Context: an optimization exercise on an open-source flow, tuned for small area. The choices shown serve that exercise and are no tape-out recipe. RTL that was checked went through simulation tests only; none was proved equivalent to the original. No driver is modelled on the clock port, so clocking that relies on it looks cheaper here than on a real chip. Power figures rest on the tool's default switching activity, not on a simulated workload.

==> job 6620: inputs <==
==> flow/design.v (excerpt) <==
module matrix_multiper #(
	parameter DSIZE	= 8,
	parameter MSIZE	= 8
)(
	input				clock,
	input [DSIZE-1:0]	iR,
	input [DSIZE-1:0]	iG,
	input [DSIZE-1:0]	iB,
	input [MSIZE-1:0]	M00,
	input [MSIZE-1:0]	M01,
	input [MSIZE-1:0]	M02,
	input [MSIZE-1:0]	M10,
	input [MSIZE-1:0]	M11,
	input [MSIZE-1:0]	M12,
	input [MSIZE-1:0]	M20,
	input [MSIZE-1:0]	M21,
	input [MSIZE-1:0]	M22,
	output[DSIZE-1:0]	Ro,
	output[DSIZE-1:0]	Go,
	output[DSIZE-1:0]	Bo
);
Settings: LEC_CHECK=0, CAP_MARGIN=0, CORE_MARGIN=2, CORE_UTILIZATION=40, GPL_TIMING_DRIVEN=0, SETUP_SLACK_MARGIN=0.1, SLEW_MARGIN=0, SYNTH_HIERARCHICAL=1; clock period 6.0 ns.
standard.sh (not shown) runs the stock make flow with config.mk's settings and CLKGATE_MAP_FILE= SYNTH_SCRIPT=/design/flow/synth_recipe.tcl, a recipe that flattens the netlist after the stock synthesis.
==> flow/flow/run.sh <==
#!/bin/bash
# The standard layout (standard.sh, the standard flow's own ORFS run) with changes that
# only pick smaller cells; the netlist's logic and registers are untouched:
#  - port buffers are the smallest buffer (buf_1) instead of the delay buffer
#    that buffer_ports picks by default;
#  - clock tree synthesis uses clkbuf_4 leaves under a clkbuf_8 root and no
#    dummy loads; leaves whose flip-flop clock pins would see a slew over
#    100 ps are then sized up to clkbuf_8 and the placement legalised.
# Each tool's output goes to a log file of its own in this folder.
set -euo pipefail
export BUFFER_PORTS_ARGS="-buffer_cell sky130_fd_sc_hd__buf_1"
export CTS_ARGS="-sink_clustering_enable -repair_clock_nets -dont_use_dummy_load -buf_list {sky130_fd_sc_hd__clkbuf_4} -root_buf sky130_fd_sc_hd__clkbuf_8"
export RES=orfs/results/${FLOW_PLATFORM}/matrix_multiper/base
bash standard.sh cts > flow_make_cts.log 2>&1
openroad -no_init -exit flow/clkleaf.tcl > flow_clkleaf.log 2>&1
bash standard.sh finish > flow_make_finish.log 2>&1
==> flow/flow/clkleaf.tcl <==
# Size up the clock tree leaf buffers whose flip-flop clock pins see a slew
# over 100 ps, then legalise the placement.
read_liberty $::env(FLOW_HOME)/platforms/sky130hd/lib/sky130_fd_sc_hd__tt_025C_1v80.lib
read_db $::env(RES)/4_cts.odb
read_sdc $::env(RES)/4_cts.sdc
source $::env(FLOW_HOME)/platforms/sky130hd/setRC.tcl
estimate_parasitics -placement
proc worst_sink_slew {inst} {
  set worst 0
  set out [get_pins -of_objects $inst -filter "direction==output"]
  foreach p [get_pins -of_objects [get_nets -of_objects $out] -filter "direction==input"] {
    foreach pr {slew_max_rise slew_max_fall} {
      set v [get_property $p $pr]
      if {$v > $worst} { set worst $v }
    }
  }
  return $worst
}
set n 0
foreach inst [get_cells *] {
  if {[get_property $inst ref_name] != "sky130_fd_sc_hd__clkbuf_4"} continue
  set w [worst_sink_slew $inst]
  if {$w > 0.100} {
    replace_cell $inst sky130_fd_sc_hd__clkbuf_8
    puts "sized up [get_name $inst] (sink slew $w)"
    incr n
  }
}
puts "sized up $n clock buffers"
detailed_placement
check_placement
estimate_parasitics -placement
set ms 0
foreach p [get_pins -hierarchical */CLK] {
  foreach pr {slew_max_rise slew_max_fall} {
    set v [get_property $p $pr]
    if {$v > $ms} { set ms $v }
  }
}
puts "worst flip-flop clock pin slew now $ms"
write_db $::env(RES)/4_cts.odb
==> job 1464: changes against job 6620 <==
--- a/flow/design.v
+++ b/flow/design.v
@@ -1515,54 +1515,60 @@
 wire c1493;
 wire n1494;
 reg p_c1003;
 reg p_c1017;
 reg p_c1029;
 reg p_c1037;
 reg p_c1041;
 reg p_c1043;
+reg p_c1166;
+reg p_c1167;
 reg p_c1189;
-reg p_c1190;
 reg p_c1208;
 reg p_c1226;
 reg p_c1240;
 reg p_c1252;
 reg p_c1260;
 reg p_c1264;
 reg p_c1266;
+reg p_c1389;
+reg p_c1390;
 reg p_c1412;
-reg p_c1413;
 reg p_c1431;
 reg p_c1449;
 reg p_c1463;
 reg p_c1475;
 reg p_c1483;
 reg p_c1487;
 reg p_c1489;
+reg p_c943;
+reg p_c944;
 reg p_c966;
-reg p_c967;
 reg p_c985;
 reg p_s1002;
 reg p_s1016;
 reg p_s1028;
 reg p_s1036;
 reg p_s1042;
+reg p_s1188;
 reg p_s1207;
 reg p_s1225;
 reg p_s1239;
 reg p_s1251;
 reg p_s1259;
 reg p_s1265;
+reg p_s1411;
 reg p_s1430;
 reg p_s1448;
 reg p_s1462;
 reg p_s1474;
 reg p_s1482;
 reg p_s1488;
+reg p_s965;
 reg p_s984;
 c_inv u0 (.a(iR[0]), .y(n1));
 c_inv u1 (.a(iR[1]), .y(n2));
 c_inv u2 (.a(iR[2]), .y(n3));
 c_inv u3 (.a(iR[3]), .y(n4));
 c_inv u4 (.a(iR[4]), .y(n5));
 c_inv u5 (.a(iR[5]), .y(n6));
 c_inv u6 (.a(iR[6]), .y(n7));
@@ -2455,27 +2461,27 @@
 fa u893 (.a(n86), .b(n156), .ci(n175), .s(s951), .co(c952));
 fa u894 (.a(n245), .b(n264), .ci(c923), .s(s953), .co(c954));
 fa u895 (.a(c925), .b(c927), .ci(c929), .s(s955), .co(c956));
 fa u896 (.a(s947), .b(s949), .ci(s951), .s(s957), .co(c958));
 fa u897 (.a(c931), .b(s953), .ci(c933), .s(s959), .co(c960));
 fa u898 (.a(c935), .b(s955), .ci(s957), .s(s961), .co(c962));
 fa u899 (.a(c937), .b(s959), .ci(c939), .s(s963), .co(c964));
 fa u900 (.a(s961), .b(c941), .ci(s963), .s(s965), .co(c966));
-c_maj3 u901 (.a(s965), .b(c943), .c(c944), .y(c967));
+c_maj3 u901 (.a(p_s965), .b(p_c943), .c(p_c944), .y(c967));
 fa u902 (.a(c946), .b(n105), .ci(n194), .s(s968), .co(c969));
 fa u903 (.a(n283), .b(n69), .ci(n158), .s(s970), .co(c971));
 fa u904 (.a(n247), .b(n88), .ci(n177), .s(s972), .co(c973));
 fa u905 (.a(n266), .b(c948), .ci(c950), .s(s974), .co(c975));
 fa u906 (.a(c952), .b(s968), .ci(s970), .s(s976), .co(c977));
 fa u907 (.a(s972), .b(c954), .ci(c956), .s(s978), .co(c979));
 fa u908 (.a(c958), .b(s974), .ci(s976), .s(s980), .co(c981));
 fa u909 (.a(c960), .b(s978), .ci(c962), .s(s982), .co(c983));
 fa u910 (.a(s980), .b(c964), .ci(s982), .s(s984), .co(c985));
-fa u911 (.a(p_c966), .b(p_s984), .ci(p_c967), .s(s986), .co(c987));
+fa u911 (.a(p_c966), .b(p_s984), .ci(c967), .s(s986), .co(c987));
 fa u912 (.a(n51), .b(n140), .ci(n229), .s(s988), .co(c989));
 fa u913 (.a(n107), .b(n196), .ci(n285), .s(s990), .co(c991));
 fa u914 (.a(n90), .b(n179), .ci(n268), .s(s992), .co(c993));
 fa u915 (.a(s988), .b(c969), .ci(c971), .s(s994), .co(c995));
 fa u916 (.a(c973), .b(s990), .ci(s992), .s(s996), .co(c997));
 fa u917 (.a(c975), .b(c977), .ci(s994), .s(s998), .co(c999));
 fa u918 (.a(s996), .b(c979), .ci(c981), .s(s1000), .co(c1001));
 fa u919 (.a(s998), .b(c983), .ci(s1000), .s(s1002), .co(c1003));
@@ -2573,27 +2579,27 @@
 fa u1011 (.a(n353), .b(n423), .ci(n442), .s(s1174), .co(c1175));
 fa u1012 (.a(n512), .b(n531), .ci(c1146), .s(s1176), .co(c1177));
 fa u1013 (.a(c1148), .b(c1150), .ci(c1152), .s(s1178), .co(c1179));
 fa u1014 (.a(s1170), .b(s1172), .ci(s1174), .s(s1180), .co(c1181));
 fa u1015 (.a(c1154), .b(s1176), .ci(c1156), .s(s1182), .co(c1183));
 fa u1016 (.a(c1158), .b(s1178), .ci(s1180), .s(s1184), .co(c1185));
 fa u1017 (.a(c1160), .b(s1182), .ci(c1162), .s(s1186), .co(c1187));
 fa u1018 (.a(s1184), .b(c1164), .ci(s1186), .s(s1188), .co(c1189));
-c_maj3 u1019 (.a(s1188), .b(c1166), .c(c1167), .y(c1190));
+c_maj3 u1019 (.a(p_s1188), .b(p_c1166), .c(p_c1167), .y(c1190));
 fa u1020 (.a(c1169), .b(n372), .ci(n461), .s(s1191), .co(c1192));
 fa u1021 (.a(n550), .b(n336), .ci(n425), .s(s1193), .co(c1194));
 fa u1022 (.a(n514), .b(n355), .ci(n444), .s(s1195), .co(c1196));
 fa u1023 (.a(n533), .b(c1171), .ci(c1173), .s(s1197), .co(c1198));
 fa u1024 (.a(c1175), .b(s1191), .ci(s1193), .s(s1199), .co(c1200));
 fa u1025 (.a(s1195), .b(c1177), .ci(c1179), .s(s1201), .co(c1202));
 fa u1026 (.a(c1181), .b(s1197), .ci(s1199), .s(s1203), .co(c1204));
 fa u1027 (.a(c1183), .b(s1201), .ci(c1185), .s(s1205), .co(c1206));
 fa u1028 (.a(s1203), .b(c1187), .ci(s1205), .s(s1207), .co(c1208));
-fa u1029 (.a(p_c1189), .b(p_s1207), .ci(p_c1190), .s(s1209), .co(c1210));
+fa u1029 (.a(p_c1189), .b(p_s1207), .ci(c1190), .s(s1209), .co(c1210));
 fa u1030 (.a(n318), .b(n407), .ci(n496), .s(s1211), .co(c1212));
 fa u1031 (.a(n374), .b(n463), .ci(n552), .s(s1213), .co(c1214));
 fa u1032 (.a(n357), .b(n446), .ci(n535), .s(s1215), .co(c1216));
 fa u1033 (.a(s1211), .b(c1192), .ci(c1194), .s(s1217), .co(c1218));
 fa u1034 (.a(c1196), .b(s1213), .ci(s1215), .s(s1219), .co(c1220));
 fa u1035 (.a(c1198), .b(c1200), .ci(s1217), .s(s1221), .co(c1222));
 fa u1036 (.a(s1219), .b(c1202), .ci(c1204), .s(s1223), .co(c1224));
 fa u1037 (.a(s1221), .b(c1206), .ci(s1223), .s(s1225), .co(c1226));
@@ -2691,27 +2697,27 @@
 fa u1129 (.a(n620), .b(n690), .ci(n709), .s(s1397), .co(c1398));
 fa u1130 (.a(n779), .b(n798), .ci(c1369), .s(s1399), .co(c1400));
 fa u1131 (.a(c1371), .b(c1373), .ci(c1375), .s(s1401), .co(c1402));
 fa u1132 (.a(s1393), .b(s1395), .ci(s1397), .s(s1403), .co(c1404));
 fa u1133 (.a(c1377), .b(s1399), .ci(c1379), .s(s1405), .co(c1406));
 fa u1134 (.a(c1381), .b(s1401), .ci(s1403), .s(s1407), .co(c1408));
 fa u1135 (.a(c1383), .b(s1405), .ci(c1385), .s(s1409), .co(c1410));
 fa u1136 (.a(s1407), .b(c1387), .ci(s1409), .s(s1411), .co(c1412));
-c_maj3 u1137 (.a(s1411), .b(c1389), .c(c1390), .y(c1413));
+c_maj3 u1137 (.a(p_s1411), .b(p_c1389), .c(p_c1390), .y(c1413));
 fa u1138 (.a(c1392), .b(n639), .ci(n728), .s(s1414), .co(c1415));
 fa u1139 (.a(n817), .b(n603), .ci(n692), .s(s1416), .co(c1417));
 fa u1140 (.a(n781), .b(n622), .ci(n711), .s(s1418), .co(c1419));
 fa u1141 (.a(n800), .b(c1394), .ci(c1396), .s(s1420), .co(c1421));
 fa u1142 (.a(c1398), .b(s1414), .ci(s1416), .s(s1422), .co(c1423));
 fa u1143 (.a(s1418), .b(c1400), .ci(c1402), .s(s1424), .co(c1425));
 fa u1144 (.a(c1404), .b(s1420), .ci(s1422), .s(s1426), .co(c1427));
 fa u1145 (.a(c1406), .b(s1424), .ci(c1408), .s(s1428), .co(c1429));
 fa u1146 (.a(s1426), .b(c1410), .ci(s1428), .s(s1430), .co(c1431));
-fa u1147 (.a(p_c1412), .b(p_s1430), .ci(p_c1413), .s(s1432), .co(c1433));
+fa u1147 (.a(p_c1412), .b(p_s1430), .ci(c1413), .s(s1432), .co(c1433));
 fa u1148 (.a(n585), .b(n674), .ci(n763), .s(s1434), .co(c1435));
 fa u1149 (.a(n641), .b(n730), .ci(n819), .s(s1436), .co(c1437));
 fa u1150 (.a(n624), .b(n713), .ci(n802), .s(s1438), .co(c1439));
 fa u1151 (.a(s1434), .b(c1415), .ci(c1417), .s(s1440), .co(c1441));
 fa u1152 (.a(c1419), .b(s1436), .ci(s1438), .s(s1442), .co(c1443));
 fa u1153 (.a(c1421), .b(c1423), .ci(s1440), .s(s1444), .co(c1445));
 fa u1154 (.a(s1442), .b(c1425), .ci(c1427), .s(s1446), .co(c1447));
 fa u1155 (.a(s1444), .b(c1429), .ci(s1446), .s(s1448), .co(c1449));
@@ -2740,54 +2746,60 @@
 c_inv u1178 (.a(c1493), .y(n1494));
 always @(posedge clock) begin
 	p_c1003 <= c1003;
 	p_c1017 <= c1017;
 	p_c1029 <= c1029;
 	p_c1037 <= c1037;
 	p_c1041 <= c1041;
 	p_c1043 <= c1043;
+	p_c1166 <= c1166;
+	p_c1167 <= c1167;
 	p_c1189 <= c1189;
-	p_c1190 <= c1190;
 	p_c1208 <= c1208;
 	p_c1226 <= c1226;
 	p_c1240 <= c1240;
 	p_c1252 <= c1252;
 	p_c1260 <= c1260;
 	p_c1264 <= c1264;
 	p_c1266 <= c1266;
+	p_c1389 <= c1389;
+	p_c1390 <= c1390;
 	p_c1412 <= c1412;
-	p_c1413 <= c1413;
 	p_c1431 <= c1431;
 	p_c1449 <= c1449;
 	p_c1463 <= c1463;
 	p_c1475 <= c1475;
 	p_c1483 <= c1483;
 	p_c1487 <= c1487;
 	p_c1489 <= c1489;
+	p_c943 <= c943;
+	p_c944 <= c944;
 	p_c966 <= c966;
-	p_c967 <= c967;
 	p_c985 <= c985;
 	p_s1002 <= s1002;
 	p_s1016 <= s1016;
 	p_s1028 <= s1028;
 	p_s1036 <= s1036;
 	p_s1042 <= s1042;
+	p_s1188 <= s1188;
 	p_s1207 <= s1207;
 	p_s1225 <= s1225;
 	p_s1239 <= s1239;
 	p_s1251 <= s1251;
 	p_s1259 <= s1259;
 	p_s1265 <= s1265;
+	p_s1411 <= s1411;
 	p_s1430 <= s1430;
 	p_s1448 <= s1448;
 	p_s1462 <= s1462;
 	p_s1474 <= s1474;
 	p_s1482 <= s1482;
 	p_s1488 <= s1488;
+	p_s965 <= s965;
 	p_s984 <= s984;
 end
 wire [7:0] r0 = {n1048, s1046, s1044, s1038, s1030, s1018, s1004, s986};
 wire [7:0] r1 = {n1271, s1269, s1267, s1261, s1253, s1241, s1227, s1209};
 wire [7:0] r2 = {n1494, s1492, s1490, s1484, s1476, s1464, s1450, s1432};
 reg [23:0] q2, q3, q4;
 always @(posedge clock) begin
 	q2 <= {r0, r1, r2};
==> flow/flow/run.sh (replaced) <==
#!/bin/bash
# The standard layout (standard.sh, the standard flow's own ORFS run) with changes that
# only pick smaller cells; the netlist's logic and registers are untouched:
#  - port buffers are the smallest buffer (buf_1) instead of the delay buffer
#    that buffer_ports picks by default;
#  - after floorplan, maj3 cells that synthesis sized up go back to maj3_1
#    (later timing repair may still size them up where needed);
#  - clock tree synthesis uses clkbuf_4 leaves under a clkbuf_8 root and no
#    dummy loads; leaves whose flip-flop clock pins would see a slew over
#    100 ps are then sized up to clkbuf_8 and the placement legalised.
# Each tool's output goes to a log file of its own in this folder.
set -euo pipefail
export BUFFER_PORTS_ARGS="-buffer_cell sky130_fd_sc_hd__buf_1"
export CTS_ARGS="-sink_clustering_enable -repair_clock_nets -dont_use_dummy_load -buf_list {sky130_fd_sc_hd__clkbuf_4} -root_buf sky130_fd_sc_hd__clkbuf_8"
export RES=orfs/results/${FLOW_PLATFORM}/matrix_multiper/base
bash standard.sh floorplan > flow_make_floorplan.log 2>&1
openroad -no_init -exit flow/downsize.tcl > flow_downsize.log 2>&1
bash standard.sh cts > flow_make_cts.log 2>&1
openroad -no_init -exit flow/clkleaf.tcl > flow_clkleaf.log 2>&1
bash standard.sh finish > flow_make_finish.log 2>&1
==> flow/flow/downsize.tcl (new file) <==
# Size maj3 cells back down to maj3_1 before placement.
read_db $::env(RES)/2_floorplan.odb
set n 0
foreach inst [[ord::get_db_block] getInsts] {
  if {[[$inst getMaster] getName] == "sky130_fd_sc_hd__maj3_2"} {
    $inst swapMaster [[ord::get_db] findMaster sky130_fd_sc_hd__maj3_1]
    incr n
  }
}
puts "downsized $n maj3 cells"
write_db $::env(RES)/2_floorplan.odb
- CAP_MARGIN: 0 -> 20
- SLEW_MARGIN: 0 -> 20
==> job 9735: changes against job 6620 <==
- CORE_UTILIZATION: 40 -> 60
==> run notes <==
Area after synthesis: job 9735 is smaller than job 1464 (0.82%). Routed wire length, lowest first: job 9735, job 6620, job 1464. In job 1464 the register-to-register slack is lower than in job 6620, by 0.36 ns. Core utilization, lowest first: job 1464, job 6620, job 9735. Between job 6620 and job 1464, the lower via count is in job 6620 (gap about 2%, measured against job 1464). Critical path depth: job 1464 is lower than job 6620 (2). Between job 1464 and job 6620, the lower non-clock buffer count is in job 6620 (gap 10). First-iteration DRC count: job 1464 < job 6620 < job 9735. Count of clock-buffer cells in the layout is the same in job 6620 and job 9735. Cell area, highest first: job 1464, job 6620, job 9735.
==> figures <==
Status: job 6620 finished clean; job 1464 finished clean; job 9735 finished clean
Post-route met1 wirelength: job 6620 18100 um; job 1464 17300 um; job 9735 16400 um
Slack of the worst reg-to-reg path: job 6620 2.71 ns; job 1464 2.35 ns; job 9735 2.65 ns
Post-placement cell count: job 6620 1877; job 1464 1893; job 9735 1740
Tot GR Track Use: job 6620 24.4%; job 1464 24.6%; job 9735 35.4%
Top cell by count, worst path: job 6620 maj3_2; job 1464 fa_1; job 9735 -
Worst hold slack: job 6620 0.305 ns; job 1464 0.311 ns; job 9735 0.310 ns
Worst slew pin tran: job 6620 1.40 ns; job 1464 1.21 ns; job 9735 1.30 ns
Peak per-stage delay on the critical path: job 6620 0.75 ns; job 1464 0.69 ns; job 9735 0.62 ns
CP Data Required Time: job 6620 6.31 ns; job 1464 6.35 ns; job 9735 6.31 ns
Count of cells resized by post-cts repair: job 6620 3; job 1464 0; job 9735 3
Area of all placed cells without fillers: job 6620 0.0159 sq mm; job 1464 0.0161 sq mm; job 9735 0.0157 sq mm
Net switching fraction of the power: job 6620 45.0%; job 1464 45.2%; job 9735 45.3%
Number of global-route vias before repair: job 6620 12000; job 1464 12200; job 9735 11900
FF/Latch Area: job 6620 0.00234 sq mm; job 1464 0.00246 sq mm; job 9735 0.00234 sq mm
Post-synthesis cell count: job 6620 1296; job 1464 1302; job 9735 1296
Critical path endpoint: job 6620 p_c1190; job 1464 p_c1390; job 9735 p_c967
Launch instance of the worst min-delay path: job 6620 q2[3]; job 1464 q3[19]; job 9735 q2[15]
Headroom to the max-slew limit: job 6620 6.85%; job 1464 19.5%; job 9735 13.3%
Number of filler cells placed in the layout: job 6620 3435; job 1464 3494; job 9735 2052
Peak Freq: job 6620 171 MHz; job 1464 171 MHz; job 9735 170 MHz
Net switching power figure: job 6620 3.99 mW; job 1464 3.83 mW; job 9735 4.12 mW
For job 6620 and job 9735, only the layout was checked, not whether the RTL still works.

## re-timing with driven ports
The flow's constraints put no driver on any port. The routed layouts listed below were extracted and timed again, unchanged, in two steps.
Step 1 sets driving cells, clkbuf_16 on the clock port and buf_2 on the other inputs (assumed; they add their load-dependent delay and slew).
Step 2 times the ports against the registers' clock, not the clock port: input delays grow and output delays shrink by t, the midpoint of the rising clock arrivals with the driver on.
a / b / c = ideal ports / drivers / drivers and shift; a / b = the first two.
run | t (ns) | setup slack, ns | hold slack, ns | clock arrival spread, ns | pins driven straight from the clock port
job 6620 | 0.478 | 0.156 / 0.185 / -0.293 | 0.305 / 0.305 / 0.305 | 0.030 / 0.030 | 1
job 1464 | 0.496 | 0.158 / 0.176 / -0.320 | 0.311 / 0.311 / 0.311 | 0.022 / 0.021 | 1
job 9735 | 0.456 | 0.127 / 0.147 / -0.309 | 0.310 / 0.310 / 0.310 | 0.029 / 0.030 | 1
With both steps, setup timing fails in every run listed, where it was met with ideal ports. The setup slack of job 1464, which loses most, moves by +0.018 ns with the drivers and by -0.478 ns with both steps.
